This is an optimization exercise on Yosys and OpenROAD, whose aim is small area, not a production implementation. Where RTL was checked, it was by simulation tests only, not by an equivalence proof against the original. Function not checked in run 2: the RTL went through the layout flow alone. Power is estimated from default activity; no workload was simulated.

===== config.mk =====
export PLATFORM = sky130hd
export DESIGN_NAME = riscv32b
export DESIGN_NICKNAME = riscv32b
export VERILOG_FILES = /design/flow/design.v
export SDC_FILE = /design/flow/constraint.sdc
export NUM_CORES = 8
export LEC_CHECK = 0
export CAP_MARGIN = 20
export CORE_MARGIN = 2
export CORE_UTILIZATION = 40
export SLEW_MARGIN = 20

===== constraint.sdc =====
create_clock -name core_clock -period 10.0 [get_ports {clk}]
set_input_delay 2.0000 -clock core_clock [delete_from_list [all_inputs] [get_ports {clk}]]
set_output_delay 2.0000 -clock core_clock [all_outputs]
set_load 0.01 [all_outputs]

===== design.v =====
module riscv32b(
input clk,
input rstn,
input  [31:0] instr_in,
input  [31:0] data_in,
output [31:0] data_addr,
output [3:0]  datamem_wr,
output [31:0] instr_addr,
output [7:0]  data_out0,
output [7:0]  data_out1,
output [7:0]  data_out2,
output [7:0]  data_out3
);
reg [31:0] pc;
reg [31:0] instr_reg;
reg [31:0] pc_if2id;
reg [31:0] pc_next1;
reg [31:0] pc_prev1, pc_prev2, pc_prev3;    
reg cpu_wait, branch_encountered, branch_predicted, branch_predicted_d1, branch_predicted_d2;
reg        jal, jalr;
reg [2:0]  branch_cntr;
reg [31:0] pc_id2exe;
reg        reg_write;
reg [1:0]  memtoreg_id2exe;
reg [1:0]  st_cntr_id2exe;
reg [2:0]  ld_cntr_id2exe;
reg [1:0]  alu_a, alu_b;
reg [3:0]  alu_cntr;
reg [31:0] imm;
reg [4:0]  wr_addr_id2exe;
reg        isload_id2exe;
reg [31:0] rs1_q;
reg [31:0] rs2_q;
reg        stall1, stall2;
reg [1:0]  memtoreg_exe2lsu;
reg [2:0]  ld_cntr_exe2lsu;
reg [1:0]  st_cntr_exe2lsu;
reg        ov_flag;
reg [31:0] alu_result;
reg [31:0] rs2_exe2lsu;
reg        reg_write_exe2lsu;
reg [4:0]  wr_addr_exe2lsu;
reg        isload_exe2lsu;
reg        pcbranch;
reg [1:0]  rs1_hazard, rs2_hazard;
reg [31:0] memtoreg_data_DH;
reg        sl_pre;
reg        store_load_hazard;
reg [31:0] store_value_reg;
reg        hit_d1, hit_d2, branch_cntr_d;
reg [1:0]  bhr;
reg [1:0]  pht0, pht1, pht2, pht3;
reg [31:0] btb_tag0, btb_tag1, btb_tag2, btb_tag3;
reg [11:0] btb_off0, btb_off1, btb_off2, btb_off3;
reg [1:0]  wr_pos;
reg [31:0] rf [1:31];
wire [4:0] rs1_addr = instr_reg[19:15];
wire [4:0] rs2_addr = instr_reg[24:20];
reg        hit;
reg [11:0] hit_off;
always @(*) begin
   hit = 1'b0;
   hit_off = 12'd0;
   if (pc == btb_tag0) begin hit = 1'b1; hit_off = btb_off0; end
   if (pc == btb_tag1) begin hit = 1'b1; hit_off = btb_off1; end
   if (pc == btb_tag2) begin hit = 1'b1; hit_off = btb_off2; end
   if (pc == btb_tag3) begin hit = 1'b1; hit_off = btb_off3; end
end
wire [31:0] bpu_addr = pc + {{19{hit_off[11]}}, hit_off, 1'b0};
wire [1:0]  count = (bhr == 2'd0) ? pht0 : (bhr == 2'd1) ? pht1 : (bhr == 2'd2) ? pht2 : pht3;
wire        bpu_branch = hit & count[1];
wire branchcnt = |branch_cntr;
wire pc_error  = jal | jalr | (pcbranch ^ branch_predicted_d2) | (branchcnt ^ branch_predicted_d1) | branch_encountered;
wire exe_wait  = ~pcbranch & branch_predicted_d2;
wire ide_wait  = pc_error | cpu_wait;
wire [31:0] t1 = jalr ? rs1_q : pc - 32'd8;
wire [31:0] t2 = t1 + imm;
wire [31:0] t3 = jalr ? {t2[31:1], 1'b0} : t2;
wire [31:0] t4 = pc + 32'd4;
wire [31:0] pc_nxt = (pcbranch & ~branch_predicted_d2) ? pc_next1 : jal ? t3 : t4;
assign instr_addr = pc;
always @(posedge clk or negedge rstn) begin
   if (~rstn) begin
      pc <= 0;
      pc_next1 <= 0;
      instr_reg <= 0;
      cpu_wait <= 0;
      branch_encountered <= 0;
      branch_predicted <= 0;
      branch_predicted_d1 <= 0;
      branch_predicted_d2 <= 0;
   end else begin
      if (branchcnt && !branch_predicted_d1) begin
         pc_next1 <= t2;
         branch_encountered <= 1'b1;
      end
      if (exe_wait) begin
         pc <= pc_prev3;
         branch_predicted <= 1'b0;
         branch_predicted_d1 <= 1'b0;
         branch_predicted_d2 <= 1'b0;
      end else begin
         if (bpu_branch) begin
            pc <= bpu_addr;
            branch_predicted <= 1'b1;
         end else if (!pcbranch && branch_encountered) begin
            pc <= t1;
            branch_encountered <= 1'b0;
         end else if (pcbranch && branch_encountered) begin
            branch_encountered <= 1'b0;
            pc <= pc_nxt;
         end else begin
            pc <= pc_nxt;
            branch_predicted <= 1'b0;
         end
         branch_predicted_d1 <= branch_predicted;
         branch_predicted_d2 <= branch_predicted_d1;
      end
      if (!pc_error) instr_reg <= instr_in;
      cpu_wait <= pc_error;
   end
end
always @(posedge clk) begin
   pc_prev1 <= t4;
   pc_prev2 <= pc_prev1;
   pc_prev3 <= pc_prev2;
   if (!pc_error) pc_if2id <= pc;
end
wire [31:0] Uimm  = {instr_reg[31:12], 12'b0};
wire [31:0] Iimm  = {{20{instr_reg[31]}}, instr_reg[31:20]};
wire [31:0] SBimm = {{20{instr_reg[31]}}, instr_reg[7], instr_reg[30:25], instr_reg[11:8], 1'b0};
wire [31:0] UJimm = {{12{instr_reg[31]}}, instr_reg[19:12], instr_reg[20], instr_reg[30:25], instr_reg[24:21], 1'b0};
wire [31:0] Simm  = {{20{instr_reg[31]}}, instr_reg[31:25], instr_reg[11:7]};
wire [31:0] Shiftimm = {27'b0, instr_reg[24:20]};
always @(posedge clk or negedge rstn) begin
   if (~rstn) begin
      jal <= 0;
      jalr <= 0;
      branch_cntr <= 0;
      pc_id2exe <= 0;
   end else if (ide_wait) begin
      jal <= 0;
      jalr <= 0;
      branch_cntr <= 0;
   end else begin
      pc_id2exe <= pc_if2id;
      case (instr_reg[6:0])
         7'b1100011: begin
            jal <= 0; jalr <= 0;
            case (instr_reg[14:12])
               3'b000: branch_cntr <= 3'b001;
               3'b001: branch_cntr <= 3'b010;
               3'b100: branch_cntr <= 3'b011;
               3'b101: branch_cntr <= 3'b100;
               3'b110: branch_cntr <= 3'b011;
               3'b111: branch_cntr <= 3'b100;
               default: ;
            endcase
         end
         7'b1101111: begin jal <= 1; jalr <= 0; branch_cntr <= 0; end
         7'b1100111: begin jal <= 1; jalr <= 1; branch_cntr <= 0; end
         default:    begin jal <= 0; jalr <= 0; branch_cntr <= 0; end
      endcase
   end
end
always @(posedge clk) begin
   if (!ide_wait) begin
      wr_addr_id2exe <= instr_reg[11:7];
      isload_id2exe  <= (instr_reg[6:0] == 7'b0000011);
      case (instr_reg[6:0])
      7'b0000011: begin
         {reg_write,memtoreg_id2exe,alu_a,alu_b,alu_cntr} <= 11'b11111101000;
         st_cntr_id2exe <= 2'b00;
         case (instr_reg[14:12])
            3'b010: ld_cntr_id2exe <= 3'b000;
            3'b001: ld_cntr_id2exe <= 3'b001;
            3'b000: ld_cntr_id2exe <= 3'b010;
            3'b101: ld_cntr_id2exe <= 3'b011;
            3'b100: ld_cntr_id2exe <= 3'b100;
            default: ;
         endcase
         imm <= Iimm;
      end
      7'b0100011: begin
         {reg_write,memtoreg_id2exe,alu_a,alu_b,alu_cntr} <= 11'b00011101000;
         ld_cntr_id2exe <= 3'b000;
         case (instr_reg[14:12])
            3'b010: st_cntr_id2exe <= 2'b01;
            3'b001: st_cntr_id2exe <= 2'b10;
            3'b000: st_cntr_id2exe <= 2'b11;
            default: st_cntr_id2exe <= 2'b00;
         endcase
         imm <= Simm;
      end
      7'b0110111: begin
         {reg_write,memtoreg_id2exe,alu_a,alu_b,alu_cntr} <= 11'b10101101000;
         st_cntr_id2exe <= 2'b00;
         ld_cntr_id2exe <= 3'b000;
         imm <= Uimm;
      end
      7'b0010111: begin
         {reg_write,memtoreg_id2exe,alu_a,alu_b,alu_cntr} <= 11'b10110101000;
         st_cntr_id2exe <= 2'b00;
         ld_cntr_id2exe <= 3'b000;
         imm <= Uimm;
      end
      7'b0110011: begin
         reg_write <= 1'b1;
         st_cntr_id2exe <= 2'b00;
         ld_cntr_id2exe <= 3'b000;
         case (instr_reg[14:12])
            3'b111: {memtoreg_id2exe,alu_a,alu_b,alu_cntr} <= 10'b0111001001;
            3'b110: {memtoreg_id2exe,alu_a,alu_b,alu_cntr} <= 10'b0111001011;
            3'b100: {memtoreg_id2exe,alu_a,alu_b,alu_cntr} <= 10'b0111001010;
            3'b000: {memtoreg_id2exe,alu_a,alu_b,alu_cntr} <= instr_reg[30] ? 10'b0111001100 : 10'b0111001000;
            3'b010: {memtoreg_id2exe,alu_a,alu_b,alu_cntr} <= 10'b1011001100;
            3'b011: {memtoreg_id2exe,alu_a,alu_b,alu_cntr} <= 10'b1011000100;
            3'b001: {memtoreg_id2exe,alu_a,alu_b,alu_cntr} <= 10'b0111011101;
            default: {memtoreg_id2exe,alu_a,alu_b,alu_cntr} <= instr_reg[30] ? 10'b0111011111 : 10'b0111011110;
         endcase
      end
      7'b0010011: begin
         reg_write <= 1'b1;
         st_cntr_id2exe <= 2'b00;
         ld_cntr_id2exe <= 3'b000;
         case (instr_reg[14:12])
            3'b111: begin {memtoreg_id2exe,alu_a,alu_b,alu_cntr} <= 10'b0111101001; imm <= Iimm; end
            3'b110: begin {memtoreg_id2exe,alu_a,alu_b,alu_cntr} <= 10'b0111101011; imm <= Iimm; end
            3'b100: begin {memtoreg_id2exe,alu_a,alu_b,alu_cntr} <= 10'b0111101010; imm <= Iimm; end
            3'b000: begin {memtoreg_id2exe,alu_a,alu_b,alu_cntr} <= 10'b0111101000; imm <= Iimm; end
            3'b010: begin {memtoreg_id2exe,alu_a,alu_b,alu_cntr} <= 10'b1011101100; imm <= Iimm; end
            3'b011: begin {memtoreg_id2exe,alu_a,alu_b,alu_cntr} <= 10'b1011100100; imm <= Iimm; end
            3'b001: begin {memtoreg_id2exe,alu_a,alu_b,alu_cntr} <= 10'b0111101101; imm <= Shiftimm; end
            default: begin
               {memtoreg_id2exe,alu_a,alu_b,alu_cntr} <= instr_reg[30] ? 10'b0111101111 : 10'b0111101110;
               imm <= Shiftimm;
            end
         endcase
      end
      7'b1100011: begin
         {reg_write,memtoreg_id2exe,alu_a,alu_b} <= 7'b0011100;
         st_cntr_id2exe <= 2'b00;
         ld_cntr_id2exe <= 3'b000;
         imm <= SBimm;
         case (instr_reg[14:12])
            3'b000, 3'b001, 3'b100, 3'b101: alu_cntr <= 4'b1100;
            3'b110, 3'b111: alu_cntr <= 4'b0100;
            default: ;
         endcase
      end
      7'b1101111: begin
         {reg_write,memtoreg_id2exe,alu_a,alu_b,alu_cntr} <= 11'b10110111000;
         st_cntr_id2exe <= 2'b00;
         ld_cntr_id2exe <= 3'b000;
         imm <= UJimm;
      end
      7'b1100111: begin
         {reg_write,memtoreg_id2exe,alu_a,alu_b,alu_cntr} <= 11'b10110111000;
         st_cntr_id2exe <= 2'b00;
         ld_cntr_id2exe <= 3'b000;
         imm <= Iimm;
      end
      default: begin
         {reg_write,memtoreg_id2exe,st_cntr_id2exe,ld_cntr_id2exe,alu_a,alu_b,alu_cntr} <= 16'd0;
         imm <= 32'd0;
      end
      endcase
   end
end
wire [31:0] rf_rd1 = (rs1_addr == 5'd0) ? 32'd0 : rf[rs1_addr];
wire [31:0] rf_rd2 = (rs2_addr == 5'd0) ? 32'd0 : rf[rs2_addr];
always @(posedge clk) begin
   rs1_q  <= rstn ? rf_rd1 : 32'd0;
   rs2_q  <= rstn ? rf_rd2 : 32'd0;
end
wire [31:0] rs1_fwd = rs1_hazard[0] ? alu_result : rs1_hazard[1] ? memtoreg_data_DH : rs1_q;
wire [31:0] rs2_fwd = rs2_hazard[0] ? alu_result : rs2_hazard[1] ? memtoreg_data_DH : rs2_q;
reg [31:0] opa, opb;
always @(*) begin
   case (alu_a)
      2'b01: opa = 32'd0;
      2'b10: opa = pc_id2exe;
      default: opa = rs1_fwd;
   endcase
   case (alu_b)
      2'b00: opb = rs2_fwd;
      2'b01: opb = {27'd0, rs2_fwd[4:0]};
      2'b10: opb = imm;
      default: opb = 32'd4;
   endcase
end
wire        is_sub = alu_cntr[2];
wire [32:0] sum    = {1'b0, opa} + {1'b0, opb ^ {32{is_sub}}} + {32'd0, is_sub};
wire        lt_u   = ~sum[32];
wire        lt_s   = (opa[31] == opb[31]) ? sum[31] : opa[31];
wire        slt    = alu_cntr[3] ? lt_s : lt_u;
wire        sh_left = ~alu_cntr[1];
wire        sh_fill = alu_cntr[0] & alu_cntr[1] & opa[31];
wire        sh_big  = |opb[31:5];
reg  [31:0] opa_rev;
integer k;
always @(*) for (k = 0; k < 32; k = k + 1) opa_rev[k] = opa[31-k];
wire [31:0] sh_in  = sh_left ? opa_rev : opa;
wire [63:0] sh_ext = {{32{sh_fill}}, sh_in} >> opb[4:0];
wire [31:0] sh_r   = sh_big ? {32{sh_fill}} : sh_ext[31:0];
reg  [31:0] sh_rev;
always @(*) for (k = 0; k < 32; k = k + 1) sh_rev[k] = sh_r[31-k];
wire [31:0] sh_out = sh_left ? sh_rev : sh_r;
reg [31:0] result;
always @(*) begin
   case (alu_cntr)
      4'b0100, 4'b1000, 4'b1100: result = sum[31:0];
      4'b1001: result = opa & opb;
      4'b1010: result = opa ^ opb;
      4'b1011: result = opa | opb;
      4'b1101, 4'b1110, 4'b1111: result = sh_out;
      default: result = 32'd0;
   endcase
end
wire overflow = (alu_cntr[2:0] == 3'b100) ? slt : 1'b0;
wire z_flag   = (result == 32'd0);
wire stall = exe_wait | stall1;
always @(posedge clk or negedge rstn) begin
   if (~rstn) begin
      stall1 <= 0;
      stall2 <= 0;
      memtoreg_exe2lsu <= 0;
      ld_cntr_exe2lsu <= 0;
      st_cntr_exe2lsu <= 0;
      ov_flag <= 0;
      alu_result <= 0;
      rs2_exe2lsu <= 0;
      reg_write_exe2lsu <= 0;
      wr_addr_exe2lsu <= 0;
      isload_exe2lsu <= 0;
      pcbranch <= 0;
   end else begin
      if (stall) begin
         reg_write_exe2lsu <= 0;
         st_cntr_exe2lsu <= 0;
         if (!stall1) stall1 <= 1;
         else if (!stall2) stall2 <= 1;
         else begin
            stall1 <= 0;
            stall2 <= 0;
         end
      end else begin
         stall1 <= 0;
         stall2 <= 0;
         memtoreg_exe2lsu <= memtoreg_id2exe;
         ld_cntr_exe2lsu <= ld_cntr_id2exe;
         st_cntr_exe2lsu <= st_cntr_id2exe;
         ov_flag <= overflow;
         alu_result <= result;
         rs2_exe2lsu <= rs2_fwd;
         reg_write_exe2lsu <= reg_write;
         wr_addr_exe2lsu <= wr_addr_id2exe;
         isload_exe2lsu <= isload_id2exe;
      end
      case (branch_cntr)
         3'b001: pcbranch <= ~overflow & z_flag;
         3'b010: pcbranch <= ~z_flag;
         3'b011: pcbranch <= overflow & ~z_flag;
         3'b100: pcbranch <= ~overflow;
         default: pcbranch <= 1'b0;
      endcase
   end
end
assign data_addr = alu_result;
wire [1:0] b_pos = alu_result[1:0];
reg [31:0] memtoreg_data;
always @(*) begin
   case (memtoreg_exe2lsu)
      2'b10: memtoreg_data = {31'd0, ov_flag};
      2'b11: case (ld_cntr_exe2lsu)
                3'b001: memtoreg_data = {{16{data_in[15]}}, data_in[15:0]};
                3'b010: memtoreg_data = {{24{data_in[7]}}, data_in[7:0]};
                3'b011: memtoreg_data = {16'd0, data_in[15:0]};
                3'b100: memtoreg_data = {24'd0, data_in[7:0]};
                default: memtoreg_data = data_in;
             endcase
      default: memtoreg_data = alu_result;
   endcase
end
reg [3:0] dmem_wr;
always @(*) begin
   case (st_cntr_exe2lsu)
      2'b01: dmem_wr = 4'b1111;
      2'b10: dmem_wr = (b_pos == 2'b10) ? 4'b1100 : 4'b0011;
      2'b11: dmem_wr = 4'b0001 << b_pos;
      default: dmem_wr = 4'b0000;
   endcase
end
assign datamem_wr = dmem_wr;
wire [31:0] data_out = rs2_exe2lsu << {b_pos, 3'b000};
assign data_out0 = data_out[7:0];
assign data_out1 = data_out[15:8];
assign data_out2 = data_out[23:16];
assign data_out3 = data_out[31:24];
wire [1:0] rs1_haz = ((rs1_addr != 0) && (rs1_addr == wr_addr_id2exe) && reg_write) ? 2'b01 :
                     ((rs1_addr != 0) && (rs1_addr == wr_addr_exe2lsu) && reg_write_exe2lsu) ? 2'b10 : 2'b00;
wire [1:0] rs2_haz = ((rs2_addr != 0) && (rs2_addr == wr_addr_id2exe) && reg_write) ? 2'b01 :
                     ((rs2_addr != 0) && (rs2_addr == wr_addr_exe2lsu) && reg_write_exe2lsu) ? 2'b10 : 2'b00;
wire sl_eq   = stall | (alu_result == result);
wire sl_load = stall ? isload_exe2lsu : isload_id2exe;
always @(posedge clk or negedge rstn) begin
   if (~rstn) begin
      rs1_hazard <= 0;
      rs2_hazard <= 0;
      store_load_hazard <= 0;
   end else begin
      rs1_hazard <= rs1_haz;
      rs2_hazard <= rs2_haz;
      store_load_hazard <= sl_pre;
   end
end
always @(posedge clk) begin
   sl_pre <= (|st_cntr_exe2lsu) & sl_eq & sl_load;
   memtoreg_data_DH <= memtoreg_data;
   store_value_reg <= rs2_exe2lsu;
end
wire [31:0] w_data = store_load_hazard ? store_value_reg : memtoreg_data;
wire        rf_we  = reg_write_exe2lsu & (wr_addr_exe2lsu != 5'd0);
genvar gi;
generate
   for (gi = 1; gi < 32; gi = gi + 1) begin : g_rf
      always @(posedge clk)
         if (~rstn | (rf_we & (wr_addr_exe2lsu == gi))) rf[gi] <= w_data;
   end
endgenerate
wire btb_wr = ~hit_d2 & branchcnt;
wire [11:0] btb_off_in = rstn ? imm[12:1] : 12'd0;
always @(posedge clk or negedge rstn) begin
   if (~rstn) begin
      hit_d1 <= 0;
      bhr <= 0;
      pht0 <= 2'b01; pht1 <= 2'b01; pht2 <= 2'b01; pht3 <= 2'b01;
      wr_pos <= 0;
   end else begin
      hit_d1 <= hit;
      if (btb_wr) wr_pos <= wr_pos + 2'd1;
      if (branch_cntr_d) begin
         bhr <= {pcbranch, bhr[1]};
         case (bhr)
            2'd0: if (pcbranch) begin if (pht0 != 2'b11) pht0 <= pht0 + 2'b01; end else begin if (pht0 != 2'b00) pht0 <= pht0 - 2'b01; end
            2'd1: if (pcbranch) begin if (pht1 != 2'b11) pht1 <= pht1 + 2'b01; end else begin if (pht1 != 2'b00) pht1 <= pht1 - 2'b01; end
            2'd2: if (pcbranch) begin if (pht2 != 2'b11) pht2 <= pht2 + 2'b01; end else begin if (pht2 != 2'b00) pht2 <= pht2 - 2'b01; end
            default: if (pcbranch) begin if (pht3 != 2'b11) pht3 <= pht3 + 2'b01; end else begin if (pht3 != 2'b00) pht3 <= pht3 - 2'b01; end
         endcase
      end
   end
end
always @(posedge clk) begin
   hit_d2 <= hit_d1;
   branch_cntr_d <= branchcnt;
   if (~rstn | (btb_wr & (wr_pos == 2'd0))) begin btb_tag0 <= pc_id2exe; btb_off0 <= btb_off_in; end
   if (~rstn | (btb_wr & (wr_pos == 2'd1))) begin btb_tag1 <= pc_id2exe; btb_off1 <= btb_off_in; end
   if (~rstn | (btb_wr & (wr_pos == 2'd2))) begin btb_tag2 <= pc_id2exe; btb_off2 <= btb_off_in; end
   if (~rstn | (btb_wr & (wr_pos == 2'd3))) begin btb_tag3 <= pc_id2exe; btb_off3 <= btb_off_in; end
end
endmodule

===== run.sh =====
#!/bin/bash
# synth_recipe.tcl (not shown) runs the flow's synth.tcl, then flattens the netlist and writes it again
# the make line also repeats each setting of config.mk as NAME=value (left out here)
make -C /OpenROAD-flow-scripts/flow DESIGN_CONFIG=/design/flow/config.mk WORK_HOME=/design/flow/orfs CLKGATE_MAP_FILE= SYNTH_SCRIPT=/design/flow/synth_recipe.tcl finish

==> results of run 1 <==
-- cell usage in the layout (no fill, tap or decap), types with 34 or more instances in the layout --
| master | Yosys | routed |
|---|---|---|
| a211oi_1 | 69 | 69 |
| a21o_1 | 73 | 73 |
| a21oi_1 | 307 | 306 |
| a221oi_1 | 297 | 297 |
| a222oi_1 | 67 | 67 |
| a22o_1 | 264 | 264 |
| a22oi_1 | 339 | 339 |
| and2_1 | 40 | 39 |
| buf_4 | 10 | 225 |
| clkbuf_16 | 0 | 185 |
| clkdlybuf4s50_1 | 0 | 164 |
| dfrtp_1 | 234 | 229 |
| dfxtp_1 | 227 | 227 |
| edfxtp_1 | 1254 | 1254 |
| ha_1 | 167 | 166 |
| inv_1 | 155 | 154 |
| mux2_2 | 167 | 167 |
| mux2i_1 | 105 | 105 |
| nand2_1 | 467 | 460 |
| nand2b_1 | 39 | 38 |
| nand3_1 | 155 | 155 |
| nand4_1 | 176 | 176 |
| nor2_1 | 428 | 363 |
| nor2_4 | 1 | 63 |
| nor2b_1 | 49 | 48 |
| nor3_1 | 148 | 138 |
| nor4_1 | 36 | 34 |
| o211ai_1 | 46 | 46 |
| o21ai_0 | 350 | 316 |
| o22ai_1 | 46 | 46 |
| xnor2_1 | 225 | 225 |
| xor2_1 | 112 | 112 |
-- cells by family after synthesis --
group | Yosys count | share of synthesized area [%]
compound gates | 2173 | 19.1
flops | 1719 | 57.9
simple gates | 1686 | 9.74
buf+inv | 660 | 3.18
xor+xnor | 337 | 3.55
mux | 291 | 3.92
fa+ha+maj | 170 | 2.58
-- power groups by stage --
stage          logic (mW)  registers, mW  clock network, mW
6_report             12.1           11.7               7.20
3_5_place_dp         11.5           11.7                  0
3_3_place_gp         11.6           11.7                  0
2_1_floorplan        6.78           10.7                  0
5_1_grt              12.5           11.7               7.49
4_1_cts              11.6           11.6               7.21
-- worst reg2reg max path: cells and delay by family, from the launching register on --
kind	cells	cell delay, ns
and+or+nand+nor	8	2.90
AOI/OAI and AO/OA	6	1.96
buffers and inverters	2	0.80
adders and majority gates	2	0.72
DFF	1	0.36
xor gates and xnor gates	1	0.24
muxes	1	0.14
-- how the worst min path moves through the flow --
| stage | start | to | slack, ns | cells past startpoint |
|---|---|---|---|---|
| final | pc_prev2[28] | pc_prev3[28] | 0.29 | 0 |
| after global routing | pc_prev1[26] | pc_prev2[26] | 0.30 | 0 |
| after CTS | pc_prev2[28] | pc_prev3[28] | 0.30 | 0 |
| after detailed placement | pc_prev1[11] | pc_prev2[11] | 0.31 | 0 |
| after global placement | pc_prev2[8] | pc_prev3[8] | 0.31 | 0 |
| after floorplan | pc_prev1[0] | pc_prev2[0] | 0.31 | 0 |
-- layout make-up --
class | count | area share (%)
flip-flops and latches | 1719 | 50.5
multi-input cells | 4657 | 35.0
clock buffers | 232 | 5.19
repair buffers | 394 | 3.59
well taps | 2704 | 3.55
clock inverters | 110 | 1.47
inverters | 166 | 0.654
diodes | 16 | 0.0420
-- through the flow --
stage	setup WS [ns]	instance area (µm²)	hold WS (ns)
2_1_floorplan	4.49	83200	0.310
3_3_place_gp	2.86	88800	0.310
3_5_place_dp	2.93	88800	0.312
4_1_cts	2.88	95100	0.304
5_1_grt	2.51	95300	0.305
6_report	2.83	95300	0.292
-- routing by layer --
layer | GRT usage (%) | vias to the layer above
met4 | 29.5 | 10
met5 | 0.161 | -
met1 | 45.2 | 34400
met3 | 12.9 | 1939
met2 | 55.2 | 6414
li1 | - | 27700
==> results.txt, run 1 <==
* Status: no timing/DRC/antenna violations
* Gr ovfl total at 0
* Pwr per Cell Area at 326 nW/µm²
* Clk slew on worst S/H paths at 0.06 ns
* Met2 routed WL at 172,000 µm
* Worst setup SP type: flip-flop
* Number of flip-flops in the largest register at 992
* Rows at 167
* Switching Share at 43.1%
* Highest metal used: met5
* R2R setup slack at 2.83 ns
* Final critical-path share of the clock period at 71.7%
* Seq. cell area at 48,200 µm²
* Post-synth EDFFs at 1,254
* DIE AREA at 212,000 µm²
* Multi-input gate area at 33,300 µm²
* Core Region at 207,000 µm²
* Die X at 460 µm
* Slew headroom at 14.8%
* # IOs at 166
* Mapped Cells at 7,036
* CTS Root Cell: clkbuf_16
* Worst hold path type: flip-flop to flip-flop
* Slew Limit Fails at 0
* Post-CTS Hold Buffers at 0
* Post-synth top cells: edfxtp_1, nand2_1, nor2_1
* Max Cap Viol at 0
* Clock Path Buffers at 3
* Register bit count reported by yosys at 1,719
* Avg Vias per Cell at 7.05
* Post CTS Setup Buffer Count at 0
* WL/cell at 41.0 µm
* H-tree levels at 4
* Worst Tran Pin Value at 1.27 ns
* Worst Setup Path Type: flip-flop to flip-flop
* Peak Freq at 0.139 GHz
* Core Util, Final at 46.1%
* Post-Syn Nets at 7,272
* Met3 wire len at 55,700 µm
* Total power at 31.0 mW
* Top reg by flops: rf
* RSZ-0062 raised after global routing: no
* CP Capture Type: flip-flop
* Ratio of cells with drive above 1 in the final layout at 12.3%
* Sequential share of power at 37.7%
* Via count at 70.5k
* Worst path slowest cell: a311oi_1
* Critical Path RT at 10.79 ns
* Period minus WS final at 7.17 ns
* Crit path from: alu_a[1]
* Final setup fails at 0
* Reg2Reg Depth at 20
* Ys Warns at 34
* Crit path depth at 20
* Initial antenna violation count at 23
* Pin count of the biggest net entering global routing at 81
* CP Buf/Inv Count at 2
* Most area-hungry cell type in the Yosys netlist: edfxtp_1
* Clk network pwr share at 23.2%
* Drt first pass iters at 14
* Post-synth cell types at 109
* Sequential element share of the synthesized area at 57.9%
* Final Hold Fails at 0
* Most common cell in the netlist: edfxtp_1
* Fin cells at 9,998
* WL final at 410,000 µm
* Synth area leaders: edfxtp_1, dfrtp_1, dfxtp_1, a221oi_1, a22oi_1
* Clock tree from TritonCTS: yes
* Number of buffers created by CTS at 182
* WL met1 at 142,000 µm
* Die height at 460 µm
* Top Family by Delay on Critical Path: simple AND/OR/NAND/NOR gates
* Number of global-route vias before repair at 66.6k
* Reg2reg start: alu_a[1]
* Post-cts resize count at 0
* Setup_tns at 0 ns
* CP Data Arrival Time at 7.97 ns
* Synthesized area per cell at 11.8 µm²
* PortBufs at 165
* Placed Instances at 9,637
* R2r endpoint: pcbranch
* Gpl congestion at 1.04
* ANT nets after route at 0
* # nets final at 7,356
* Initial core utilization at 40.2%
* Layout overhead on the synthesized area at 14.6%
* Area share of the largest cell type after synthesis at 45.3%
* CP Max Fanout at 54
* CP Cell Sequence: ha_1 > buf_4 > nand2b_1 > buf_4 > o21ai_0 > ha_1 > a21oi_1 > o211ai_1 > or3_1 > a311oi_1 > or2_1 > o311a_1 > nor4_1 > nor4_1 > xnor2_1 > o21ai_1 > mux2i_1 > nand4_1 > or4b_2 > nand3_1
* Initial drt markers at 13.8k
* All-Layer GR Usage at 37.6%
* Post-route DRC violation count at 0
* Crit path largest cell delay at 0.79 ns
* Asr flop ratio synth at 13.8%
* CP endpoint: pcbranch
* Filler Cells Inserted at 18.7k
* Cell Area, Synth at 83,200 µm²
* Worst clock skew at 0.0616 ns
* Max IR drop VDD at 0.222 mV
* CTS sink cnt at 1,719
* Switching Power at 13.4 mW
* Gate power share at 39.1%
* Leak pwr at 35.1 nW
* Wire length of the first global-routing pass at 551,000 µm
* Worst-skew pair later-pin latency at 0.89 ns
* Most used DFF post-synth: edfxtp_1
* Pint at 17.7 mW
* Hpwl dp at 262,000 µm
==> run 2, diff against run 1 <==
--- a/design.v
+++ b/design.v
@@ -15,7 +15,7 @@
 reg [31:0] instr_reg;
 reg [31:0] pc_if2id;
 reg [31:0] pc_next1;
-reg [31:0] pc_prev1, pc_prev2, pc_prev3;    
+reg [31:0] pc_prev1, pc_prev2, pc_prev3;
 reg cpu_wait, branch_encountered, branch_predicted, branch_predicted_d1, branch_predicted_d2;
 reg        jal, jalr;
 reg [2:0]  branch_cntr;
@@ -30,7 +30,7 @@
 reg [4:0]  wr_addr_id2exe;
 reg        isload_id2exe;
 reg [31:0] rs1_q;
-reg [31:0] rs2_q;
+reg [4:0]  rs2a_q;
 reg        stall1, stall2;
 reg [1:0]  memtoreg_exe2lsu;
 reg [2:0]  ld_cntr_exe2lsu;
@@ -95,7 +95,7 @@
          branch_encountered <= 1'b1;
       end
       if (exe_wait) begin
-         pc <= pc_prev3;
+         pc <= pc_prev3 + 32'd4;
          branch_predicted <= 1'b0;
          branch_predicted_d1 <= 1'b0;
          branch_predicted_d2 <= 1'b0;
@@ -121,7 +121,7 @@
    end
 end
 always @(posedge clk) begin
-   pc_prev1 <= t4;
+   pc_prev1 <= pc;
    pc_prev2 <= pc_prev1;
    pc_prev3 <= pc_prev2;
    if (!pc_error) pc_if2id <= pc;
@@ -268,13 +268,13 @@
    end
 end
 wire [31:0] rf_rd1 = (rs1_addr == 5'd0) ? 32'd0 : rf[rs1_addr];
-wire [31:0] rf_rd2 = (rs2_addr == 5'd0) ? 32'd0 : rf[rs2_addr];
+wire [31:0] rf_rd2 = (rs2a_q == 5'd0) ? 32'd0 : rf[rs2a_q];
 always @(posedge clk) begin
    rs1_q  <= rstn ? rf_rd1 : 32'd0;
-   rs2_q  <= rstn ? rf_rd2 : 32'd0;
+   rs2a_q <= rs2_addr;
 end
 wire [31:0] rs1_fwd = rs1_hazard[0] ? alu_result : rs1_hazard[1] ? memtoreg_data_DH : rs1_q;
-wire [31:0] rs2_fwd = rs2_hazard[0] ? alu_result : rs2_hazard[1] ? memtoreg_data_DH : rs2_q;
+wire [31:0] rs2_fwd = rs2_hazard[0] ? alu_result : rs2_hazard[1] ? memtoreg_data_DH : rf_rd2;
 reg [31:0] opa, opb;
 always @(*) begin
    case (alu_a)
==> run 2 against run 1 <==
Against the previous run:
- first-iteration DRC count is 1.4% lower
- still clean on timing, DRC and antenna
- sequential power rose by 4%
- core utilization increased by 0.18 points
- critical path type unchanged
- register-to-register slack lost 2.6 ns
- highest routed layer unchanged
==> results.txt, run 2 <==
* Post-synth cell types at 112 (was 109)
* Initial drt markers at 13.6k (was 13.8k)
* Drt first pass iters at 13 (was 14)
* Die X at 460 µm (about the same)
* Seq. cell area at 47,600 µm² (was 48,200 µm²)
* Post-synth top cells: edfxtp_1, nand2_1, a22oi_1 (was edfxtp_1, nand2_1, nor2_1)
* PortBufs at 165 (unchanged)
* Wire length of the first global-routing pass at 573,000 µm (was 551,000 µm)
* RSZ-0062 raised after global routing: no (unchanged)
* Worst path slowest cell: and3_2 (was a311oi_1)
* # IOs at 166 (unchanged)
* CP Buf/Inv Count at 2 (unchanged)
* Gr ovfl total at 0 (unchanged)
* Most common cell after layout, fill and taps aside: edfxtp_1 (unchanged)
* Critical Path RT at 10.72 ns (was 10.79 ns)
* Max IR drop VDD at 0.265 mV (was 0.222 mV)
* Clk slew on worst S/H paths at 0.06 ns (about the same)
* Status: no timing/DRC/antenna violations (unchanged)
* Most common cell in the netlist: edfxtp_1 (unchanged)
* Filler Cells Inserted at 18.7k (about the same)
* Clock tree from TritonCTS: yes (unchanged)
* Area share of the largest cell type after synthesis at 45.3% (about the same)
* R2R setup slack at 0.26 ns (was 2.83 ns)
* Worst clock skew at 0.0904 ns (was 0.0616 ns)
* Pin count of the biggest net entering global routing at 133 (was 81)
* Avg Vias per Cell at 7.02 (was 7.05)
* Core Region at 207,000 µm² (unchanged)
* Number of flip-flops in the largest register at 992 (unchanged)
* Hold WS at 0.300 ns (was 0.292 ns)
* All-Layer GR Usage at 39.3% (was 37.6%)
* Peak Freq at 0.103 GHz (was 0.139 GHz)
* Most frequent cells in the layout: edfxtp_1, nand2_1, a22oi_1, o21ai_0, nor2_1 (was edfxtp_1, nand2_1, nor2_1, a22oi_1, o21ai_0)
* Ys Warns at 34 (unchanged)
* DIE AREA at 211,000 µm² (was 212,000 µm²)
* Setup_tns at 0 ns (unchanged)
* Top reg by flops: rf (unchanged)
* Post-cts resize count at 0 (unchanged)
* Initial core utilization at 40.2% (about the same)
* Slew headroom at 15.4% (was 14.8%)
* R2r endpoint: sl_pre (was pcbranch)
* Post-route DRC violation count at 0 (unchanged)
* Mapped Cells at 7,292 (was 7,036)
* CP Max Fanout at 38 (was 54)
* CTS sink cnt at 1,692 (was 1,719)
* Number of global-route vias before repair at 67.2k (was 66.6k)
* Post-CTS Hold Buffers at 0 (unchanged)
* ANT nets after route at 0 (unchanged)
* Top Family by Delay on Critical Path: compound AO/OA/AOI/OAI gates (was simple AND/OR/NAND/NOR gates)
* Reg2Reg Depth at 28 (was 20)
* Final cell area excluding filler cells at 95,700 µm² (was 95,300 µm²)
* CTS Root Cell: clkbuf_16 (unchanged)
* Clock Path Buffers at 3 (unchanged)
* Layout overhead on the synthesized area at 15.2% (was 14.6%)
* Worst setup SP type: flip-flop (unchanged)
* Hold Path Cell Cnt at 0 (unchanged)
* Cell Area, Synth at 83,100 µm² (was 83,200 µm²)
* Most area-hungry cell type in the Yosys netlist: edfxtp_1 (unchanged)
* Crit path largest cell delay at 1.04 ns (was 0.79 ns)
* Hpwl dp at 286,000 µm (was 262,000 µm)
* Pwr per Cell Area at 355 nW/µm² (was 326 nW/µm²)
* Post-synth EDFFs at 1,254 (unchanged)
* Sequential element share of the synthesized area at 57.3% (was 57.9%)
* WL/cell at 41.6 µm (was 41.0 µm)
* CP Capture Type: flip-flop (unchanged)
* Worst Tran Pin Value at 1.27 ns (about the same)
* Gpl congestion at 1.04 (about the same)
* Placed instance area at 89,100 µm² (was 88,800 µm²)
* Leak pwr at 35.9 nW (was 35.1 nW)
* Period minus WS final at 9.74 ns (was 7.17 ns)
* Ratio of cells with drive above 1 in the final layout at 12.1% (was 12.3%)
* Number of buffers created by CTS at 180 (was 182)
* Hold path startpoint: pc_prev1[21] (was pc_prev2[28])
* Via count at 72.2k (was 70.5k)
* Hold Path Sink: pc_prev2[21] (was pc_prev3[28])
* Post CTS Setup Buffer Count at 0 (unchanged)
* Initial antenna violation count at 23 (unchanged)
* # nets final at 7,646 (was 7,356)
* Worst-skew pair later-pin latency at 0.89 ns (about the same)
* CP Data Arrival Time at 10.46 ns (was 7.97 ns)
* Worst hold path type: flip-flop to flip-flop (unchanged)
* Max Cap Viol at 0 (unchanged)
* Die height at 460 µm (about the same)
* Most used DFF post-synth: edfxtp_1 (unchanged)
* Final Hold Fails at 0 (unchanged)
* WL final at 428,000 µm (was 410,000 µm)
* Rows at 167 (unchanged)
* Synthesized area per cell at 11.4 µm² (was 11.8 µm²)
* Worst Setup Path Type: flip-flop to flip-flop (unchanged)
* H-tree levels at 4 (unchanged)
* Asr flop ratio synth at 14.1% (was 13.8%)
* Reg2reg start: rs2a_q[3] (was alu_a[1])
* Multi-input gate area at 33,700 µm² (was 33,300 µm²)
* Synth area leaders: edfxtp_1, dfrtp_1, dfxtp_1, a22oi_1, nand2_1 (was edfxtp_1, dfrtp_1, dfxtp_1, a221oi_1, a22oi_1)
* Post-Syn Nets at 7,529 (was 7,272)
* Final setup fails at 0 (unchanged)
* Slew Limit Fails at 0 (unchanged)
* Register bit count reported by yosys at 1,692 (was 1,719)
* Final critical-path share of the clock period at 97.4% (was 71.7%)
==> run 2: cell types whose count changed after synthesis, sizes merged, moves of 25 or more <==
cell,before,now
and3,21,306
a22o,264,173
a21o,74,45
a221oi,308,174
mux2,174,98
nor4,38,64
clkbuf,374,400
nand3,155,191
xnor2,225,250
dfxtp,227,200
nand2,467,666
a22oi,340,407
a2111oi,5,86
nor2,430,371
==> run 2: worst max path at each step <==
stage / from / to / cells past startpoint
CTS: rs2a_q[2] / sl_pre / 28
finish: rs2a_q[3] / sl_pre / 28
detailed placement: rs2a_q[2] / sl_pre / 28
global route: rs2a_q[2] / pcbranch / 29
global placement: rs2a_q[2] / pcbranch / 27
floorplan: rs2a_q[1] / sl_pre / 33
==> run 2: power by group <==
group | switching [mW] | total (mW) | internal (mW)
Combinational | 10.0 | 14.5 | 4.45
Sequential | 2.28 | 12.2 | 9.89
Clock | 3.13 | 7.30 | 4.17
Total | 15.4 | 33.9 | 18.5
==> run 2: cell type report <==
type                            count  area share, %
Inverter                          175          0.687
Multi-Input combinational cell   4918           35.2
Clock buffer                      218           5.16
Sequential cell                  1692           49.8
Clock inverter                    119           1.60
Timing Repair Buffer              442           3.97
Antenna cell                       11         0.0288
Tap cell                         2704           3.54
==> run 2: per-stage QoR <==
step                worst slack (ns)  cells  utilization [%]  power [mW]
floorplan                       2.79   7292                -        18.9
global placement               0.347   9927             43.0        25.9
detailed placement             0.772   9929             43.1        25.9
CTS                            0.643  10300             46.2        33.2
global route                  0.0458  10300             46.2        34.8
finish                         0.255  10300             46.2        33.9
==> run 2: metal layers <==
metal / track usage [%] / wire, µm
met4: 28.8 / 39900
met3: 12.4 / 54500
met1: 48.3 / 152000
met2: 58.1 / 181000
met5: 0.850 / 466
==> run 2: logic make-up after synthesis <==
group                    count (synthesis)  synth area share (%)
AND/OR/NAND/NOR                       2162                  13.0
AO/OA/AOI/OAI                         2012                  17.2
flip-flops                            1692                  57.3
buffers and inverters                  682                  3.25
XOR/XNOR                               362                  3.82
multiplexers                           211                  2.80
adder cells (fa/ha/maj)                171                  2.60
==> run 2: worst register-to-register path, delay by kind of cell (launching register included) <==
family / cells / cell delay (ns)
buf+inv: 2 / 0.44
compound gates: 16 / 5.58
flops: 1 / 0.86
xor+xnor: 2 / 0.27
simple gates: 7 / 2.03
fa+ha+maj: 1 / 0.45
==> run 3, diff against run 2 <==
--- a/design.v
+++ b/design.v
@@ -15,7 +15,7 @@
 reg [31:0] instr_reg;
 reg [31:0] pc_if2id;
 reg [31:0] pc_next1;
-reg [31:0] pc_prev1, pc_prev2, pc_prev3;
+reg [31:0] pc_prev1, pc_prev2, pc_prev3;    
 reg cpu_wait, branch_encountered, branch_predicted, branch_predicted_d1, branch_predicted_d2;
 reg        jal, jalr;
 reg [2:0]  branch_cntr;
@@ -30,7 +30,7 @@
 reg [4:0]  wr_addr_id2exe;
 reg        isload_id2exe;
 reg [31:0] rs1_q;
-reg [4:0]  rs2a_q;
+reg [31:0] rs2_q;
 reg        stall1, stall2;
 reg [1:0]  memtoreg_exe2lsu;
 reg [2:0]  ld_cntr_exe2lsu;
@@ -95,7 +95,7 @@
          branch_encountered <= 1'b1;
       end
       if (exe_wait) begin
-         pc <= pc_prev3 + 32'd4;
+         pc <= pc_prev3;
          branch_predicted <= 1'b0;
          branch_predicted_d1 <= 1'b0;
          branch_predicted_d2 <= 1'b0;
@@ -121,7 +121,7 @@
    end
 end
 always @(posedge clk) begin
-   pc_prev1 <= pc;
+   pc_prev1 <= t4;
    pc_prev2 <= pc_prev1;
    pc_prev3 <= pc_prev2;
    if (!pc_error) pc_if2id <= pc;
@@ -268,13 +268,13 @@
    end
 end
 wire [31:0] rf_rd1 = (rs1_addr == 5'd0) ? 32'd0 : rf[rs1_addr];
-wire [31:0] rf_rd2 = (rs2a_q == 5'd0) ? 32'd0 : rf[rs2a_q];
+wire [31:0] rf_rd2 = (rs2_addr == 5'd0) ? 32'd0 : rf[rs2_addr];
 always @(posedge clk) begin
    rs1_q  <= rstn ? rf_rd1 : 32'd0;
-   rs2a_q <= rs2_addr;
+   rs2_q  <= rstn ? rf_rd2 : 32'd0;
 end
 wire [31:0] rs1_fwd = rs1_hazard[0] ? alu_result : rs1_hazard[1] ? memtoreg_data_DH : rs1_q;
-wire [31:0] rs2_fwd = rs2_hazard[0] ? alu_result : rs2_hazard[1] ? memtoreg_data_DH : rf_rd2;
+wire [31:0] rs2_fwd = rs2_hazard[0] ? alu_result : rs2_hazard[1] ? memtoreg_data_DH : rs2_q;
 reg [31:0] opa, opb;
 always @(*) begin
    case (alu_a)
==> flow/run.sh (new file) <==
#!/bin/bash
# Own layout flow: the standard synthesis unchanged, then the standard ORFS
# layout with three changes that only affect cell area:
#  - port buffers are buf_1 cells (every port still gets its own buffer);
#  - the clock tree is built from clkbuf_8 cells without dummy load cells;
#  - after global routing, cells off the critical paths are downsized
#    (repair_timing -recover_power).
# Each tool's output goes to a log file in this folder.
set -euo pipefail
bash standard.sh synth > synth.log 2>&1
bash standard.sh \
  BUFFER_PORTS_ARGS="-buffer_cell sky130_fd_sc_hd__buf_1" \
  CTS_ARGS="-sink_clustering_enable -repair_clock_nets -dont_use_dummy_load -buf_list sky130_fd_sc_hd__clkbuf_8 -sink_clustering_size 18 -sink_clustering_max_diameter 50" \
  RECOVER_POWER=100 \
  finish > layout.log 2>&1
==> standard.sh (new file) <==
#!/bin/bash
# synth_recipe.tcl (not shown) runs the flow's synth.tcl, then flattens the netlist and writes it again
# the make line also repeats each setting of config.mk as NAME=value (left out here)
make -C /OpenROAD-flow-scripts/flow DESIGN_CONFIG=/design/flow/config.mk WORK_HOME=/design/flow/orfs CLKGATE_MAP_FILE= SYNTH_SCRIPT=/design/flow/synth_recipe.tcl "${@:-finish}"
removed: run.sh
==> run 3 against run 2 <==
Against the previous run:
- the layout now fails its checks (capacitance limit, slew limit)
- total power fell by 19%
- final cell count shrank 4.2%
- largest cell class unchanged
- first-iteration DRC count increased by 7.1%
==> results.txt, run 3 <==
* Post-cts resize count at 0 (unchanged)
* # nets final at 7,362 (was 7,646)
* Status: failed layout checks (was no timing/DRC/antenna violations)
* Ys Warns at 34 (unchanged)
* R2r endpoint: pcbranch (was sl_pre)
* Total power at 27.5 mW (was 33.9 mW)
* Crit path depth at 20 (was 28)
* Most frequent cells in the layout: edfxtp_1, nand2_1, nor2_1, a22oi_1, o21ai_0 (was edfxtp_1, nand2_1, a22oi_1, o21ai_0, nor2_1)
* Clock tree from TritonCTS: yes (unchanged)
* Final Hold Fails at 0 (unchanged)
* Number of buffers created by CTS at 175 (was 180)
* WL final at 407,000 µm (was 428,000 µm)
* CTS sink cnt at 1,719 (was 1,692)
* Hpwl dp at 261,000 µm (was 286,000 µm)
* Clock Path Buffers at 3 (unchanged)
* ANT nets after route at 0 (unchanged)
* Die height at 460 µm (about the same)
* Post-route DRC violation count at 0 (unchanged)
* Post-synth cell types at 109 (was 112)
* Worst-skew pair later-pin latency at 1.03 ns (was 0.89 ns)
* Synth area leaders: edfxtp_1, dfrtp_1, dfxtp_1, a221oi_1, a22oi_1 (was edfxtp_1, dfrtp_1, dfxtp_1, a22oi_1, nand2_1)
* WL met1 at 141,000 µm (was 152,000 µm)
* WL/cell at 41.3 µm (was 41.6 µm)
* Leak pwr at 32.7 nW (was 35.9 nW)
* Gpl congestion at 1.02 (was 1.04)
* CP Data Arrival Time at 9.21 ns (was 10.46 ns)
* Sequential element share of the synthesized area at 57.9% (was 57.3%)
* Final setup fails at 0 (unchanged)
* Core Util, Final at 43.5% (was 46.2%)
* RSZ-0062 raised after global routing: no (unchanged)
* Peak Freq at 0.119 GHz (was 0.103 GHz)
* Met2 routed WL at 172,000 µm (was 181,000 µm)
* Via count at 70.2k (was 72.2k)
* Highest metal used: met5 (unchanged)
* All-Layer GR Usage at 37.3% (was 39.3%)
* CTS Root Cell: clkbuf_8 (was clkbuf_16)
* CP Max Fanout at 42 (was 38)
* Number of global-route vias before repair at 65.4k (was 67.2k)
* Max IR drop VDD at 0.177 mV (was 0.265 mV)
* Drt first pass iters at 11 (was 13)
* CP Capture Type: flip-flop (unchanged)
* Post CTS Setup Buffer Count at 0 (unchanged)
* Layout overhead on the synthesized area at 8.25% (was 15.2%)
* Cell Area, Synth at 83,200 µm² (was 83,100 µm²)
* Pin count of the biggest net entering global routing at 128 (was 133)
* Clk slew on worst S/H paths at 0.11 ns (was 0.06 ns)
* Setup_tns at 0 ns (unchanged)
* CP Cell Sequence: clkbuf_1 > nor3b_1 > a221oi_4 > buf_4 > inv_1 > xnor2_1 > fa_1 > a21oi_1 > nor2_1 > o311a_1 > nand2b_1 > xnor2_1 > o221ai_1 > a211oi_1 > nand3_1 > or4_1 > or4_1 > nor2_1 > or4b_2 > nand3_1
* Synthesized area per cell at 11.8 µm² (was 11.4 µm²)
* Ratio of cells with drive above 1 in the final layout at 9.42% (was 12.1%)
* Post-Syn Nets at 7,272 (was 7,529)
* CP Buf/Inv Count at 3 (was 2)
* Mapped Cells at 7,036 (was 7,292)
* Asr flop ratio synth at 13.8% (was 14.1%)
* Worst clock skew at 0.158 ns (was 0.0904 ns)
* Die X at 460 µm (about the same)
* Avg Vias per Cell at 7.13 (was 7.02)
* Slew headroom at -211% (was 15.4%)
* Most common cell in the netlist: edfxtp_1 (unchanged)
* Placed Instances at 9,649 (was 9,929)
* Hold Path Cell Cnt at 0 (unchanged)
* Worst Setup Path Type: flip-flop to flip-flop (unchanged)
* Most area-hungry cell type in the Yosys netlist: edfxtp_1 (unchanged)
* Top Family by Delay on Critical Path: simple AND/OR/NAND/NOR gates (was compound AO/OA/AOI/OAI gates)
* Initial core utilization at 40.2% (about the same)
* Worst setup SP type: flip-flop (unchanged)
* Gr ovfl total at 0 (unchanged)
* Reg2reg start: alu_result[1] (was rs2a_q[3])
* Met3 wire len at 55,300 µm (was 54,500 µm)
* Post-synth top cells: edfxtp_1, nand2_1, nor2_1 (was edfxtp_1, nand2_1, a22oi_1)
* Register bit count reported by yosys at 1,719 (was 1,692)
* Period minus WS final at 8.42 ns (was 9.74 ns)
* Post-CTS Hold Buffers at 0 (unchanged)
* Wire length of the first global-routing pass at 546,000 µm (was 573,000 µm)
* Initial antenna violation count at 34 (was 23)
* Most used DFF post-synth: edfxtp_1 (unchanged)
* Number of flip-flops in the largest register at 992 (unchanged)
* Reg2Reg Depth at 20 (was 28)
* R2R setup slack at 1.58 ns (was 0.26 ns)
* Worst path slowest cell: clkbuf_1 (was and3_2)
* Core Region at 207,000 µm² (unchanged)
* H-tree levels at 4 (unchanged)
* Worst hold path type: flip-flop to flip-flop (unchanged)
* Hold Path Sink: pc_prev3[7] (was pc_prev2[21])
* Pwr per Cell Area at 306 nW/µm² (was 355 nW/µm²)
* Area share of the largest cell type after synthesis at 45.3% (about the same)
* Hold path startpoint: pc_prev2[7] (was pc_prev1[21])
* Max Cap Viol at 54 (was 0)
* PortBufs at 165 (unchanged)
* Layout Check Fail Reasons: capacitance limit, slew limit
* Most common cell after layout, fill and taps aside: edfxtp_1 (unchanged)
* Post-synth EDFFs at 1,254 (unchanged)
* Fin cells at 9,850 (was 10.3k)
* DIE AREA at 212,000 µm² (was 211,000 µm²)
* # IOs at 166 (unchanged)
* Worst Tran Pin Value at 4.67 ns (was 1.27 ns)
* Final critical-path share of the clock period at 84.2% (was 97.4%)
* Rows at 167 (unchanged)
* Slew Limit Fails at 2,080 (was 0)
* Initial drt markers at 14.6k (was 13.6k)
* Crit path largest cell delay at 1.95 ns (was 1.04 ns)
* Top reg by flops: rf (unchanged)
* Critical Path RT at 10.79 ns (was 10.72 ns)
-- run 3: cell families after synthesis --
group	count (synthesis)	share of synthesized area (%)
adder cells (fa/ha/maj)	170	2.58
multiplexers	291	3.92
AND/OR/NAND/NOR	1686	9.74
AO/OA/AOI/OAI	2173	19.1
buffers and inverters	660	3.18
XOR/XNOR	337	3.55
flip-flops	1719	57.9
-- run 3: stage by stage --
step                setup slack [ns]  hold slack [ns]  instance area, µm²
floorplan                       4.49            0.310               83200
global placement                2.70            0.310               87800
detailed placement              2.67            0.312               87800
CTS                             2.61            0.255               90300
global route                    1.26            0.252               90000
finish                          1.58            0.254               90000
-- run 3: how the worst max path moves through the flow --
stage	start	end	slack (ns)
after floorplan	alu_b[1]	pcbranch	4.49
after global placement	alu_b[1]	pcbranch	2.70
after detailed placement	alu_b[1]	pcbranch	2.67
after CTS	alu_b[1]	pcbranch	2.61
after global routing	rstn	rf[1][9]	1.26
final	alu_result[1]	pcbranch	1.58
-- run 3: final cells by class --
class,count,area (µm²)
multi-input combinational,4657,33300
sequential,1719,48200
clock buffer,175,2410
inverter,166,623
timing repair buffer,407,2140
tap,2704,3380
antenna,22,55.1
fill,19300,117000
-- run 3: metal layers --
metal / up-vias / track usage [%]
li1: 27500 / -
met1: 34300 / 45.0
met2: 6415 / 55.0
met3: 1959 / 13.1
met4: 32 / 27.2
met5: - / 0.161
-- run 3: report_power, final --
part | internal (mW) | switching [mW]
sequential | 9.88 | 1.85
clock | 1.54 | 2.39
combinational | 3.41 | 8.44
==> run 4, diff against run 3 <==
--- a/design.v
+++ b/design.v
@@ -54,6 +54,55 @@
 reg [11:0] btb_off0, btb_off1, btb_off2, btb_off3;
 reg [1:0]  wr_pos;
 reg [31:0] rf [1:31];
+function [31:0] inc4;
+   input [31:0] x;
+   integer i; reg c;
+   begin
+      c = 1'b1;
+      inc4[1:0] = x[1:0];
+      for (i = 2; i < 32; i = i + 1) begin
+         inc4[i] = x[i] ^ c;
+         c = c & x[i];
+      end
+   end
+endfunction
+function [31:0] dec8;
+   input [31:0] x;
+   integer i; reg b;
+   begin
+      b = 1'b1;
+      dec8[2:0] = x[2:0];
+      for (i = 3; i < 32; i = i + 1) begin
+         dec8[i] = x[i] ^ b;
+         b = b & ~x[i];
+      end
+   end
+endfunction
+function [32:0] bkadd;
+   input [31:0] x, y;
+   input cin;
+   integer i, l;
+   reg [31:0] p, G, P;
+   begin
+      p = x ^ y;
+      G = x & y;
+      P = p;
+      G[0] = G[0] | (P[0] & cin);
+      for (l = 0; l < 5; l = l + 1)
+         for (i = 0; i < 32; i = i + 1)
+            if ((i % (2 << l)) == ((2 << l) - 1)) begin
+               G[i] = G[i] | (P[i] & G[i - (1 << l)]);
+               P[i] = P[i] & P[i - (1 << l)];
+            end
+      for (l = 3; l >= 0; l = l - 1)
+         for (i = 0; i < 32; i = i + 1)
+            if ((i >= (3 << l) - 1) && ((i % (2 << l)) == ((1 << l) - 1))) begin
+               G[i] = G[i] | (P[i] & G[i - (1 << l)]);
+               P[i] = P[i] & P[i - (1 << l)];
+            end
+      bkadd = {G[31], p ^ {G[30:0], cin}};
+   end
+endfunction
 wire [4:0] rs1_addr = instr_reg[19:15];
 wire [4:0] rs2_addr = instr_reg[24:20];
 reg        hit;
@@ -66,7 +115,13 @@
    if (pc == btb_tag2) begin hit = 1'b1; hit_off = btb_off2; end
    if (pc == btb_tag3) begin hit = 1'b1; hit_off = btb_off3; end
 end
-wire [31:0] bpu_addr = pc + {{19{hit_off[11]}}, hit_off, 1'b0};
+wire [13:0] bpu_lo = {1'b0, pc[12:0]} + {1'b0, hit_off, 1'b0};
+wire [31:0] pc_hi_inc4 = inc4({11'd0, pc[31:13], 2'b00});
+wire [31:0] pc_hi_dec4 = dec8({10'd0, pc[31:13], 3'b000});
+wire [18:0] pc_hi_inc = pc_hi_inc4[20:2];
+wire [18:0] pc_hi_dec = pc_hi_dec4[21:3];
+wire [18:0] bpu_hi = (bpu_lo[13] & ~hit_off[11]) ? pc_hi_inc : (~bpu_lo[13] & hit_off[11]) ? pc_hi_dec : pc[31:13];
+wire [31:0] bpu_addr = {bpu_hi, bpu_lo[12:0]};
 wire [1:0]  count = (bhr == 2'd0) ? pht0 : (bhr == 2'd1) ? pht1 : (bhr == 2'd2) ? pht2 : pht3;
 wire        bpu_branch = hit & count[1];
 wire branchcnt = |branch_cntr;
@@ -290,7 +345,7 @@
    endcase
 end
 wire        is_sub = alu_cntr[2];
-wire [32:0] sum    = {1'b0, opa} + {1'b0, opb ^ {32{is_sub}}} + {32'd0, is_sub};
+wire [32:0] sum    = bkadd(opa, opb ^ {32{is_sub}}, is_sub);
 wire        lt_u   = ~sum[32];
 wire        lt_s   = (opa[31] == opb[31]) ? sum[31] : opa[31];
 wire        slt    = alu_cntr[3] ? lt_s : lt_u;
==> flow/run.sh (replaced) <==
#!/bin/bash
# Own layout flow: the standard synthesis unchanged, then the standard ORFS
# layout with two changes that only affect cell area:
#  - port buffers are buf_1 cells (every port still gets its own buffer);
#  - the clock tree is built from clkbuf_8 cells, in clusters of at most 18
#    sinks within 50 um, without dummy load cells.
# Each tool's output goes to a log file in this folder.
set -euo pipefail
bash standard.sh synth > synth.log 2>&1
bash standard.sh \
  BUFFER_PORTS_ARGS="-buffer_cell sky130_fd_sc_hd__buf_1" \
  CTS_ARGS="-sink_clustering_enable -repair_clock_nets -dont_use_dummy_load -buf_list sky130_fd_sc_hd__clkbuf_8 -sink_clustering_size 18 -sink_clustering_max_diameter 50" \
  finish > layout.log 2>&1
==> run 4 against run 3 <==
Against the previous run:
- synthesized cell count is 2.1% lower
- sequential share of layout area is 0.80 points higher
- now clean on timing, DRC and antenna
- global-route usage is 1.5 points lower
- clock power is 2% lower
- worst hold slack better by 0.060 ns
- final cell count is 2.2% lower
- setup slack better by 0.15 ns
- wire length is 4.8% lower
- sequential power hardly changed
- total power is 4.2% lower
- non-clock buffer count is 31 lower
- sequential cell count stayed put
==> results.txt, run 4 <==
* Top reg by flops: rf (unchanged)
* Gate power share at 40.5% (was 43.1%)
* Number of buffers created by CTS at 167 (was 175)
* Die X at 456 µm (was 460 µm)
* Post-synth cell types at 101 (was 109)
* CP endpoint: pcbranch (unchanged)
* Filler Cells Inserted at 18.7k (was 19.3k)
* Crit path from: alu_b[1] (was alu_result[1])
* # nets final at 7,187 (was 7,362)
* Critical Path RT at 10.81 ns (was 10.79 ns)
* Max IR drop VDD at 0.178 mV (was 0.177 mV)
* Mapped Cells at 6,891 (was 7,036)
* Synthesized area per cell at 11.9 µm² (was 11.8 µm²)
* Reg2Reg Depth at 26 (was 20)
* Post CTS Setup Buffer Count at 0 (unchanged)
* Most common cell after layout, fill and taps aside: edfxtp_1 (unchanged)
* CTS sink cnt at 1,719 (unchanged)
* Synth area leaders: edfxtp_1, dfrtp_1, dfxtp_1, a22oi_1, a221oi_1 (was edfxtp_1, dfrtp_1, dfxtp_1, a221oi_1, a22oi_1)
* Rows at 165 (was 167)
* CP Max Fanout at 26 (was 42)
* CTS Root Cell: clkbuf_8 (unchanged)
* Switching Share at 44.7% (was 46.1%)
* Sequential element share of the synthesized area at 58.9% (was 57.9%)
* All-Layer GR Usage at 35.8% (was 37.3%)
* Post-synth top cells: edfxtp_1, nand2_1, nor2_1 (unchanged)
* Clk slew on worst S/H paths at 0.09 ns (was 0.11 ns)
* Initial drt markers at 13.6k (was 14.6k)
* Worst Setup Path Type: flip-flop to flip-flop (unchanged)
* Slew Limit Fails at 0 (was 2,080)
* Clock tree from TritonCTS: yes (unchanged)
* Post-cts resize count at 0 (unchanged)
* Period minus WS final at 8.27 ns (was 8.42 ns)
* Die height at 456 µm (was 460 µm)
* Cell Area, Synth at 81,800 µm² (was 83,200 µm²)
* Final Hold Fails at 0 (unchanged)
* Post-synth EDFFs at 1,254 (unchanged)
* Placed Instances at 9,455 (was 9,649)
* Gr ovfl total at 0 (unchanged)
* DIE AREA at 208,000 µm² (was 212,000 µm²)
* Final setup fails at 0 (unchanged)
* Number of flip-flops in the largest register at 992 (unchanged)
* Pint at 14.6 mW (was 14.8 mW)
* Post-CTS Hold Buffers at 0 (unchanged)
* CP Capture Type: flip-flop (unchanged)
* Most common cell in the netlist: edfxtp_1 (unchanged)
* Ratio of cells with drive above 1 in the final layout at 10.2% (was 9.42%)
* Setup_tns at 0 ns (unchanged)
* Peak Freq at 0.121 GHz (was 0.119 GHz)
* Leak pwr at 32.2 nW (was 32.7 nW)
* Asr flop ratio synth at 13.8% (unchanged)
* Switching Power at 11.8 mW (was 12.7 mW)
* R2R setup slack at 1.73 ns (was 1.58 ns)
* Final critical-path share of the clock period at 82.7% (was 84.2%)
* Worst Tran Pin Value at 1.38 ns (was 4.67 ns)
* PortBufs at 165 (unchanged)
* Worst clock skew at 0.198 ns (was 0.158 ns)
* Clk network pwr share at 14.6% (was 14.3%)
* Pin count of the biggest net entering global routing at 96 (was 128)
* Most area-hungry cell type in the Yosys netlist: edfxtp_1 (unchanged)
* Worst hold path type: flip-flop to flip-flop (unchanged)
* Core Region at 203,000 µm² (was 207,000 µm²)
* Avg Vias per Cell at 6.99 (was 7.13)
* H-tree levels at 4 (unchanged)
* Initial core utilization at 40.3% (was 40.2%)
* Pwr per Cell Area at 297 nW/µm² (was 306 nW/µm²)
* Multi-input gate area at 32,000 µm² (was 33,300 µm²)
* Ys Warns at 34 (unchanged)
* ANT nets after route at 0 (unchanged)
* Clock Path Buffers at 3 (unchanged)
* Worst-skew pair later-pin latency at 1.02 ns (was 1.03 ns)
* Max Cap Viol at 0 (was 54)
* Number of global-route vias before repair at 63.6k (was 65.4k)
* Status: no timing/DRC/antenna violations (was failed layout checks)
* Register bit count reported by yosys at 1,719 (unchanged)
* Worst setup SP type: flip-flop (unchanged)
* CP Data Arrival Time at 9.08 ns (was 9.21 ns)
* Slew headroom at 6.98% (was -211%)
* Layout overhead on the synthesized area at 8.44% (was 8.25%)
* Most used DFF post-synth: edfxtp_1 (unchanged)
* WL/cell at 40.2 µm (was 41.3 µm)
* Fin cells at 9,638 (was 9,850)
* # IOs at 166 (unchanged)
* WL final at 387,000 µm (was 407,000 µm)
* Sequential share of power at 44.9% (was 42.6%)
* Gpl congestion at 1.02 (about the same)
* R2r endpoint: pcbranch (unchanged)
* Area share of the largest cell type after synthesis at 46.0% (was 45.3%)
* Seq. cell area at 48,200 µm² (about the same)
* Drt first pass iters at 10 (was 11)
* Post-Syn Nets at 7,124 (was 7,272)
* Post-route DRC violation count at 0 (unchanged)
* Most frequent cells in the layout: edfxtp_1, nand2_1, a22oi_1, nor2_1, o21ai_0 (was edfxtp_1, nand2_1, nor2_1, a22oi_1, o21ai_0)
* Via count at 67.4k (was 70.2k)
* Reg2reg start: alu_b[1] (was alu_result[1])
* Hpwl dp at 242,000 µm (was 261,000 µm)
* RSZ-0062 raised after global routing: no (unchanged)
* Initial antenna violation count at 20 (was 34)
* Wire length of the first global-routing pass at 521,000 µm (was 546,000 µm)
-- run 4: final cells by class --
class	count	area share [%]
diodes	14	0.0395
clock buffers	167	2.59
inverters	171	0.738
multi-input cells	4519	36.1
flip-flops and latches	1719	54.3
well taps	2672	3.77
repair buffers	376	2.50
-- run 4: through the flow --
step	hold slack (ns)	utilization [%]	total power, mW	cell area (µm²)	worst slack (ns)
floorplan	0.310	-	16.9	81800	3.24
global placement	0.310	42.6	21.9	86300	2.18
detailed placement	0.312	42.6	22.0	86300	2.03
CTS	0.319	43.7	25.7	88600	1.93
global route	0.316	43.7	27.1	88700	1.25
finish	0.314	43.8	26.3	88700	1.73
-- run 4: cell families after synthesis --
kind of cell | share of synthesized area (%)
buf+inv | 3.17
xor+xnor | 3.61
mux | 4.09
simple gates | 10.0
fa+ha+maj | 2.72
compound gates | 17.5
flops | 58.9
-- run 4: how the worst min path moves through the flow --
stage / from / end / slack, ns / depth (start not counted)
4_1_cts: pc_prev1[1] / pc_prev2[1] / 0.32 / 0
5_1_grt: pc_prev1[4] / pc_prev2[4] / 0.32 / 0
6_report: pc_prev1[1] / pc_prev2[1] / 0.31 / 0
3_3_place_gp: pc_prev1[13] / pc_prev2[13] / 0.31 / 0
2_1_floorplan: pc_prev1[0] / pc_prev2[0] / 0.31 / 0
3_5_place_dp: pc_prev1[27] / pc_prev2[27] / 0.31 / 0
-- run 4: per-layer routing --
metal  GRT usage (%)  share of wire, %  vias up  wire length, µm
met1            42.7                34    32900           133000
met2            53.9                43     6060           166000
li1                -                 -    26700                -
met4            26.0               9.3       12            36100
met3            12.2                13     1767            52100
met5           0.482             0.097        -              376
-- run 4: power groups by stage --
stage                     Clock (mW)  Sequential, mW  Combinational (mW)
after global placement             0            11.9                10.1
after global routing            4.11            11.9                11.0
after CTS                       3.84            11.7                10.1
final                           3.84            11.8                10.7
after floorplan                    0            10.8                6.06
after detailed placement           0            11.9                10.1
-- run 4: critical path, cell delays in order, from the launching register on --
cell and delay, ns:
edfxtp_1 0.42, inv_1 0.24, or2_0 0.65, nand2_8 0.28, clkinv_8 0.23, o21ai_0 0.16, fa_1 0.51, a211oi_1 0.31
o21bai_1 0.22, o41ai_1 0.70, a31oi_1 0.23, o31ai_1 0.52, o21a_1 0.32, nor2_1 0.07, nor3_1 0.35, o21a_1 0.23
fa_1 0.17, nor2_1 0.05, a221oi_1 0.23, o21ai_0 0.18, a31oi_1 0.18, o211ai_1 0.26, nor4_1 0.34, nand4b_1 0.13
or4_1 0.62, or3_1 0.38, nand4_1 0.09

what the ideal ports hide:
No port has a modelled driver above. Below, the same layouts with a new extraction and two added sets of constraints. Step 1 assumes that a clkbuf_16 drives the clock port and a buf_2 every other input. Step 2 moves the port delays by t, midway between the first and last clock arrival at a register: inputs arrive t later, outputs are due t later. That takes back most of the time a late clock gives input paths. Slacks: ideal / step 1 / step 2; pairs: ideal / step 1.
run | shift t [ns] | setup slack, ns | worst data-port slew with drivers (ns)
run 1 | 0.931 | 2.828 / 2.828 / 2.828 | 0.05
run 2 | 0.932 | 0.255 / 0.255 / 0.255 | 0.06
run 3 | 1.040 | 1.578 / 1.578 / 0.583 | 0.05
run 4 | 1.020 | 1.732 / 1.732 / 1.732 | 0.05
The setup slack of run 3, which loses most, moves by 0.000 ns with the drivers and by -0.995 ns with both steps.
